Background: an optimization exercise with open tools, aiming at small area and a short achievable clock period. Do not read the settings as production practice.
In this exercise RTL edits were held to simulation tests only and were not proved equivalent to the original.
Power figures rest on the tool's default switching activity, not on a simulated workload.

== v56 ==
==> flow/design.v <==
module uart_tx (
    input  wire        rst,
    input  wire        clk,
    input  wire [7:0]  data,
    input  wire [24:0] b,
    input  wire        z,
    input  wire        valid,
    input  wire [1:0]  stop_bits,
    input  wire        parity_en,
    input  wire        parity_type,  
    output reg         ready,
    output reg         tx
);
localparam [1:0] START = 2'd0, DATA = 2'd1, PARITY = 2'd2, STOP = 2'd3;
reg [1:0]  state;
reg [7:0]  shift_reg;
reg        parity_bit;
reg [2:0]  cnt;          
reg        valid_prev;
reg        busy;         
reg [24:0] d;
reg        neg;
wire last = busy & neg & ~z;    
reg       tick;
reg [2:0] cmax;
always @(*) begin
    tick = 1'b1;
    cmax = 3'd0;
    if (state == STOP) begin
        case ({parity_en, stop_bits})
            3'b100:         begin tick = 1'b1;                      cmax = 3'd0; end
            3'b101, 3'b000: begin tick = (cnt == 3'd1);             cmax = 3'd1; end
            3'b110:         begin tick = (cnt != 3'd1);             cmax = 3'd2; end
            3'b001:         begin tick = (cnt == 3'd2);             cmax = 3'd2; end
            default:        begin tick = (cnt == 3'd1) | (cnt == 3'd4); cmax = 3'd4; end
        endcase
    end
end
wire        reload = ~busy | last;
wire [24:0] d_next;
wire        neg_next;
uart_acc acc (
    .d(d), .load(reload), .b(b), .sub1(~reload & tick), .sub2(reload),
    .q(d_next), .neg(neg_next)
);
wire start = ~busy & valid & ~valid_prev;
always @(posedge clk or posedge rst) begin
    if (rst) begin
        tx         <= 1'b1;
        ready      <= 1'b1;
        busy       <= 1'b0;
        valid_prev <= 1'b0;
    end else begin
        valid_prev <= valid;
        if (!busy) begin
            tx <= 1'b1;
            if (start) begin
                ready <= 1'b0;
                busy  <= 1'b1;
            end
        end else begin
            case (state)
                START:   tx <= 1'b0;
                DATA:    tx <= shift_reg[0];
                PARITY:  tx <= parity_bit;
                default: tx <= 1'b1;
            endcase
            if (last && state == STOP) begin
                ready <= 1'b1;
                busy  <= 1'b0;
            end
        end
    end
end
always @(posedge clk) begin
    d   <= d_next;
    neg <= neg_next;
    if (!busy) state <= START;
    else if (last) begin
        case (state)
            START:   state <= DATA;
            DATA:    if (cnt == 3'd7) state <= parity_en ? PARITY : STOP;
            PARITY:  state <= STOP;
            default: ;
        endcase
    end
    if (!busy) begin
        cnt <= 3'd0;
        if (start) begin
            shift_reg  <= data;
            parity_bit <= parity_type;
        end
    end else if (last) begin
        if (state == DATA) begin
            shift_reg  <= {1'b0, shift_reg[7:1]};
            parity_bit <= parity_bit ^ shift_reg[0];
            cnt        <= cnt + 3'd1;
        end
    end else if (state == STOP) begin
        cnt <= (cnt == cmax) ? 3'd0 : cnt + 3'd1;
    end
end
endmodule
module uart_rx (
    input  wire        rst,
    input  wire        clk,
    input  wire        rx,
    input  wire [24:0] b,
    input  wire        z,
    input  wire        valid,
    input  wire [1:0]  stop_bits,
    input  wire        parity_en,
    input  wire        parity_type,
    output reg         parity_valid,
    output reg         ready,
    output reg  [7:0]  rx_data
);
localparam [2:0] IDLE = 3'd0, START = 3'd1, DATA = 3'd2, PARITY = 3'd3, STOP = 3'd4;
reg [2:0]  state;
reg [2:0]  cnt;
reg        parity_bit;
reg        parity_calc;
reg        rx_prev;
reg [24:0] d;
reg        neg;
reg       tick;
reg [2:0] cmax;
always @(*) begin
    tick = 1'b1;
    cmax = 3'd0;
    if (state == STOP) begin
        case (stop_bits)
            2'd1:    begin tick = (cnt == 3'd1); cmax = 3'd1; end
            2'd2:    begin tick = (cnt != 3'd1); cmax = 3'd2; end
            default: begin tick = 1'b1;          cmax = 3'd0; end
        endcase
    end
end
wire in_start = (state == START);
wire idle     = (state == IDLE);
wire [25:0] bw;
assign bw[0] = 1'b0;
genvar i;
generate
    for (i = 0; i < 25; i = i + 1) begin : g_lt
        assign bw[i+1] = (d[i] & b[i]) | (d[i] & bw[i]) | (b[i] & bw[i]);
    end
endgenerate
wire last = (neg | (in_start & bw[25])) & ~z & ~idle;
wire reload = idle | last;
wire [24:0] d_next;
wire        neg_next;
uart_acc acc (
    .d(d), .load(reload), .b(b),
    .sub1(~reload & ~in_start & tick), .sub2(reload | in_start),
    .q(d_next), .neg(neg_next)
);
always @(posedge clk or posedge rst) begin
    if (rst) begin
        state       <= IDLE;
        rx_data     <= 8'd0;
        ready       <= 1'b1;
        parity_bit  <= 1'b0;
        parity_calc <= 1'b0;
        rx_prev     <= 1'b1;
    end else begin
        rx_prev <= rx;
        case (state)
            IDLE: begin
                ready   <= 1'b1;
                rx_data <= 8'd0;
                if (valid && rx_prev && !rx) begin
                    state       <= START;
                    parity_calc <= 1'b0;
                    ready       <= 1'b0;
                end
            end
            START: if (last) state <= (valid && !rx) ? DATA : IDLE;
            DATA: if (last) begin
                if (valid) begin
                    rx_data[cnt] <= rx;
                    parity_calc  <= parity_calc ^ rx;
                end
                if (cnt == 3'd7) state <= parity_en ? PARITY : STOP;
            end
            PARITY: if (last) begin
                if (valid) parity_bit <= rx;
                state <= STOP;
            end
            default: if (last) begin
                state <= IDLE;
                ready <= 1'b1;
            end
        endcase
    end
end
always @(posedge clk) begin
    parity_valid <= ~parity_en | (parity_calc ^ parity_bit ^ ~parity_type);
    d   <= d_next;
    neg <= neg_next;
    if (idle || in_start) cnt <= 3'd0;
    else if (state == DATA) begin
        if (last) cnt <= cnt + 3'd1;
    end else if (state == STOP) begin
        if (!last) cnt <= (cnt == cmax) ? 3'd0 : cnt + 3'd1;
    end
end
endmodule
module uart_top (
    input  wire        clk,
    input  wire        rst,
    input  wire [31:0] baudrate,
    input  wire [1:0]  stop_bits,
    input  wire        parity_en,
    input  wire        parity_type,
    input  wire [7:0]  tx_data,
    input  wire        tx_valid,
    output wire        tx_ready,
    output wire        tx,
    input  wire        rx,
    input  wire        rx_valid,
    output wire        rx_ready,
    output wire [7:0]  rx_data,
    output wire        rx_parity_valid
);
reg [24:0] b;        
reg        b_hi;     
reg [1:0]  sb;
reg        pe;
always @(posedge clk) begin
    b    <= baudrate[24:0];
    b_hi <= |baudrate[31:25];
    sb   <= stop_bits;
    pe   <= parity_en;
end
wire z = b_hi | (b > 25'd25000000);
uart_tx u_tx (
    .rst(rst), .clk(clk), .data(tx_data), .b(b), .z(z), .valid(tx_valid),
    .stop_bits(sb), .parity_en(pe), .parity_type(parity_type),
    .ready(tx_ready), .tx(tx)
);
uart_rx u_rx (
    .rst(rst), .clk(clk), .rx(rx), .b(b), .z(z), .valid(rx_valid),
    .stop_bits(sb), .parity_en(pe), .parity_type(parity_type),
    .parity_valid(rx_parity_valid), .ready(rx_ready), .rx_data(rx_data)
);
endmodule
module uart_acc (
    input  wire [24:0] d,
    input  wire        load,
    input  wire [24:0] b,
    input  wire        sub1,
    input  wire        sub2,
    output wire [24:0] q,
    output wire        neg
);
localparam [24:0] E0 = 25'd8554431;    
wire [26:0] x = {2'b11, load ? E0 : d};
wire [26:0] y = (sub1 ? {2'b00, b} : 27'd0) | (sub2 ? {1'b0, b, 1'b0} : 27'd0);
wire [27:0] c;
assign c[0] = 1'b0;
genvar i;
generate
    for (i = 0; i < 27; i = i + 1) begin : g
        assign c[i+1] = (x[i] & y[i]) | (x[i] & c[i]) | (y[i] & c[i]);
    end
endgenerate
wire [26:0] s = x ^ y ^ c[26:0];
assign q   = s[24:0];
assign neg = ~s[26];
endmodule
clock: 120.0 ns
lec_check: 0
cap_margin: 20
core_margin: 2
core_utilization: 40
cts_buf_list: sky130_fd_sc_hd__clkbuf_8
cts_cluster_diameter: 200
cts_cluster_size: 50
place_density: 0.6
slew_margin: 20
run.sh (not shown) runs the stock make flow with config.mk's settings and CLKGATE_MAP_FILE= SYNTH_SCRIPT=/design/flow/synth_recipe.tcl, a recipe that flattens the netlist after the stock synthesis.
Input changes introduced in v26 (baseline for comparison: v56):
-- flow/config.mk --
<<< v56, line 11
export CTS_BUF_LIST = sky130_fd_sc_hd__clkbuf_8
export CTS_CLUSTER_DIAMETER = 200
export CTS_CLUSTER_SIZE = 50
>>> v26, line 11
## What came out
On buffering overhead, the higher figure sits with v56, not v26.
In terms of total number of vias, v26 and v56 differ only marginally.
In v26, the total length of routed wires came out 0.36% above the value in v56.
Input-level comparison between v49 and v26:
==> flow/flow/run.sh (new file) <==
#!/bin/bash
# The standard layout (standard.sh: the standard flow's synthesis and ORFS flow), with the
# port buffers that placement inserts on every input and output made
# sky130_fd_sc_hd__buf_1 instead of the default buffer cell.
set -euo pipefail
export BUFFER_PORTS_ARGS="-buffer_cell sky130_fd_sc_hd__buf_1"
bash standard.sh > standard.log 2>&1
==> flow/standard.sh (new file) <==
#!/bin/bash
# synth_recipe.tcl (not shown) runs the flow's synth.tcl, then flattens the netlist and writes it again
# the make line also repeats each setting of config.mk as NAME=value (left out here)
make -C /OpenROAD-flow-scripts/flow DESIGN_CONFIG=/design/flow/config.mk WORK_HOME=/design/flow/orfs CLKGATE_MAP_FILE= SYNTH_SCRIPT=/design/flow/synth_recipe.tcl "${@:-finish}"
-- flow/config.mk --
<<< v26, line 10
export CORE_UTILIZATION = 40
export PLACE_DENSITY = 0.6
>>> v49, line 10
export CORE_UTILIZATION = 60
export CTS_BUF_LIST = sky130_fd_sc_hd__clkbuf_4
export CTS_CLUSTER_DIAMETER = 100
export CTS_CLUSTER_SIZE = 30
export PLACE_DENSITY = 0.7
removed: flow/run.sh
Notes after the runs:
Power drawn by the sequential cells delta (v26 -> v49): insignificant. According to the power report, total power for v49 is lower than for v26. Going from v26 to v49, per-cell routed wire length grew by a few percent. v49 vs v26 — combinational power dropped by a few percent. From v26 to v49 the numbers moved as follows: first-pass GRT wire length -about 4%; total placed instance area -6.2%; global routing usage on met3 +1.8 points. v26 was routed with fewer vias than v49.
Input-level comparison between v57 and v49:
==> flow/run.sh (new file) <==
#!/bin/bash
# synth_recipe.tcl (not shown) runs the flow's synth.tcl, then flattens the netlist and writes it again
# the make line also repeats each setting of config.mk as NAME=value (left out here)
make -C /OpenROAD-flow-scripts/flow DESIGN_CONFIG=/design/flow/config.mk WORK_HOME=/design/flow/orfs CLKGATE_MAP_FILE= SYNTH_SCRIPT=/design/flow/synth_recipe.tcl finish
-- flow/config.mk --
<<< v49, line 10
export CORE_UTILIZATION = 60
export CTS_BUF_LIST = sky130_fd_sc_hd__clkbuf_4
export CTS_CLUSTER_DIAMETER = 100
export CTS_CLUSTER_SIZE = 30
export PLACE_DENSITY = 0.7
>>> v57, line 10
export CORE_UTILIZATION = 40
export CTS_BUF_LIST = sky130_fd_sc_hd__clkbuf_16
export CTS_CLUSTER_DIAMETER = 500
export CTS_CLUSTER_SIZE = 100
export PLACE_DENSITY = 0.6
removed: flow/flow/run.sh
removed: flow/standard.sh
## What came out
v57 against v49: average wire per cell in the routed design went down about 4%, overall power after layout shows an increase of 15 µW.
Changes observed in v57 relative to v49: aggregate global-route resource usage fell by 7.5 points, standby leakage power rose by 7.9%, maximum frequency fell by about 1%, count of TritonRoute iterations in the first routing pass fell by 1, non-clock buffering overhead in the final layout rose by 4.2 points.
Looking only at count of filler cells inserted in the layout, and setting everything else aside, the lower value of v57 and v49 goes to v49.
v57 ended with less register share of the cell area than v49.
Clock network power consumption up about 38% in v57 wrt v49
The inputs of v17 differ from those of v57 as listed below.
-- flow/config.mk --
<<< v57, line 11
export CTS_BUF_LIST = sky130_fd_sc_hd__clkbuf_16
export CTS_CLUSTER_DIAMETER = 500
export CTS_CLUSTER_SIZE = 100
>>> v17, line 11
export CTS_BUF_LIST = sky130_fd_sc_hd__clkbuf_4
export CTS_CLUSTER_DIAMETER = 100
export CTS_CLUSTER_SIZE = 30
### Flow results
Looking at post-layout total power, v17 sits about 10% lower than v57 does. In the tables for v57 and v17, clock network contribution to total cell area reads lower with v17. In the metrics for v57 and v17, the one carrying the higher area of all placed cells without fillers is v57. Compared with v57, v17 shows wire length of the first global-routing pass that has gone down slightly. Clock-buffer cell count (v17 over v57): increase, 2. Higher share of the core filled with cells goes to v57 over v17. Total number of vias, v57 and v17: lower on v57. In the metrics for v57 and v17, the one carrying the higher post-layout worst setup margin is v57. v17 has completed all stages; timing, DRC and antenna checks passed. Looking at share of total power in the clock network, v17 sits below v57. Between v17 and v57, it is v17 whose switching power share of the total is higher, by 2.8 points. Compare v57 and v17 | power share of the sequential group lower: v57.
> inputs changed (v17 -> v27)
==> flow/flow/run.sh (new file) <==
#!/bin/bash
# The standard layout (standard.sh: the standard flow's synthesis and ORFS flow) with two
# changes: the port buffers that placement inserts on every input and output
# are sky130_fd_sc_hd__buf_1 instead of the default buffer cell, and the
# buffers ABC inserted during synthesis are removed at floorplan (ORFS's
# REMOVE_ABC_BUFFERS), leaving repair_design to buffer what needs it.
set -euo pipefail
export BUFFER_PORTS_ARGS="-buffer_cell sky130_fd_sc_hd__buf_1"
export REMOVE_ABC_BUFFERS=1
bash standard.sh > standard.log 2>&1
==> flow/standard.sh (new file) <==
#!/bin/bash
# synth_recipe.tcl (not shown) runs the flow's synth.tcl, then flattens the netlist and writes it again
# the make line also repeats each setting of config.mk as NAME=value (left out here)
make -C /OpenROAD-flow-scripts/flow DESIGN_CONFIG=/design/flow/config.mk WORK_HOME=/design/flow/orfs CLKGATE_MAP_FILE= SYNTH_SCRIPT=/design/flow/synth_recipe.tcl "${@:-finish}"
-- flow/config.mk --
<<< v17, line 11
export CTS_BUF_LIST = sky130_fd_sc_hd__clkbuf_4
>>> v27, line 11
export CTS_BUF_LIST = sky130_fd_sc_hd__clkbuf_4 sky130_fd_sc_hd__clkbuf_8
removed: flow/run.sh
Results
v27 vs. v17: critical path depth was more or less identical, met1 wire length was more or less identical, core utilization went down by 0.99 points, share of cell area taken by multi-input logic gates went up by 1.1 points. Summary of v27 over v17: placer's final routability congestion estimate down 3.3%, detailed-route wire length per cell went up, design area saw a decrease.


try-indigo:
Another version of the RTL of uart_top (not shown whole).
Size: about 610 cells after synthesis, ~61 I/O pins, about 6000 sq um of cells after synthesis.
export LEC_CHECK = 0
export CAP_MARGIN = 20
export CORE_MARGIN = 2
export CORE_UTILIZATION = 60
export CTS_BUF_LIST = sky130_fd_sc_hd__clkbuf_4
export CTS_CLUSTER_DIAMETER = 100
export CTS_CLUSTER_SIZE = 30
export PLACE_DENSITY = 0.7
export SLEW_MARGIN = 20
create_clock -name core_clock -period 120.0 [get_ports {clk}]
standard.sh (not shown) runs the stock make flow with config.mk's settings and CLKGATE_MAP_FILE= SYNTH_SCRIPT=/design/flow/synth_recipe.tcl, a recipe that flattens the netlist after the stock synthesis.
==> flow/flow/run.sh <==
#!/bin/bash
# The standard layout (standard.sh: the standard flow's synthesis and ORFS flow) with two
# changes:
#  - the port buffers that placement inserts on every input and output are
#    sky130_fd_sc_hd__buf_1 instead of the default buffer cell;
#  - clock tree synthesis uses clkbuf_4 buffers under a clkbuf_16 root and adds
#    no dummy loads for balancing (the rest as config.mk's CTS settings).
# make's full output goes to standard.log; ORFS keeps each tool's log under
# orfs/logs.
set -euo pipefail
export BUFFER_PORTS_ARGS="-buffer_cell sky130_fd_sc_hd__buf_1"
export CTS_ARGS="-sink_clustering_enable -repair_clock_nets -sink_clustering_size 30 -sink_clustering_max_diameter 100 -buf_list sky130_fd_sc_hd__clkbuf_4 -root_buf sky130_fd_sc_hd__clkbuf_16 -dont_use_dummy_load"
bash standard.sh > standard.log 2>&1
Both conditions hold for try-indigo: the flow ran to the end and the final layout passed the timing, design-rule and antenna checks.
Here is what was changed in the inputs of try-delta compared with try-indigo.
==> flow/flow/run.sh <==
#!/bin/bash
# The standard layout (standard.sh: the standard flow's synthesis and ORFS flow) with two
# changes:
#  - the port buffers that placement inserts on every input and output are
#    sky130_fd_sc_hd__buf_1 instead of the default buffer cell;
set -euo pipefail
export BUFFER_PORTS_ARGS="-buffer_cell sky130_fd_sc_hd__buf_1"
export CTS_ARGS="-sink_clustering_enable -repair_clock_nets -sink_clustering_size 30 -sink_clustering_max_diameter 100 -buf_list sky130_fd_sc_hd__clkbuf_4 -dont_use_dummy_load"
bash standard.sh > standard.log 2>&1
Findings:
Between try-delta and try-indigo, the difference in fraction of area in non-clock buffers is negligible. Compared with try-indigo, in try-delta count of routing violations after the opening detailed-route iteration down 45; area overhead of the layout relative to synthesis down 0.29 points. Diff try-delta and try-indigo: total power of the final layout lower in try-delta. Sequential share of cell area essentially unchanged between try-indigo and try-delta. On fraction of area in clock buffers and inverters, the lower figure sits with try-delta, not try-indigo. Comparing try-delta against try-indigo, there is no change at all in area after synthesis. For fmax, try-delta and try-indigo come out practically identical. Compared with try-indigo, try-delta shows a lower worst setup slack.

## afterwards: timing with drivers on the ports
The flow's constraints put no driver on any port. The routed layouts listed below were extracted and timed again, unchanged, in two steps. Step 1, drivers: a clkbuf_16 drives clk and a buf_2 each remaining input, both assumed. Step 2 moves the port delays by t, midway between the first and last clock arrival at a register: inputs arrive t later, outputs are due t later. That takes back most of the time a late clock gives input paths. a / b / c = no drivers / after step 1 / after step 2; a / b = the first two.
run | shift t [ns] | setup slack, ns | hold WS [ns]
v56 | 0.481 | 94.464 / 94.422 / 94.419 | 0.514 / 0.514 / 0.514
v26 | 0.454 | 94.500 / 94.454 / 94.408 | 0.513 / 0.513 / 0.513
v49 | 0.571 | 94.766 / 94.728 / 94.786 | 0.511 / 0.511 / 0.511
v57 | 0.457 | 94.499 / 94.453 / 94.404 | 0.513 / 0.513 / 0.513
v17 | 0.577 | 94.354 / 94.315 / 94.424 | 0.521 / 0.521 / 0.521
v27 | 0.496 | 94.847 / 94.808 / 94.768 | 0.511 / 0.511 / 0.511
try-indigo | 0.379 | 95.016 / 95.034 / 94.655 | 0.474 / 0.474 / 0.474
try-delta | 0.511 | 94.942 / 94.911 / 94.658 | 0.481 / 0.481 / 0.481
After both steps setup and hold are still met in every run listed. For try-indigo, which loses most, drivers alone change the setup slack by +0.018 ns; drivers and shift together by -0.361 ns.
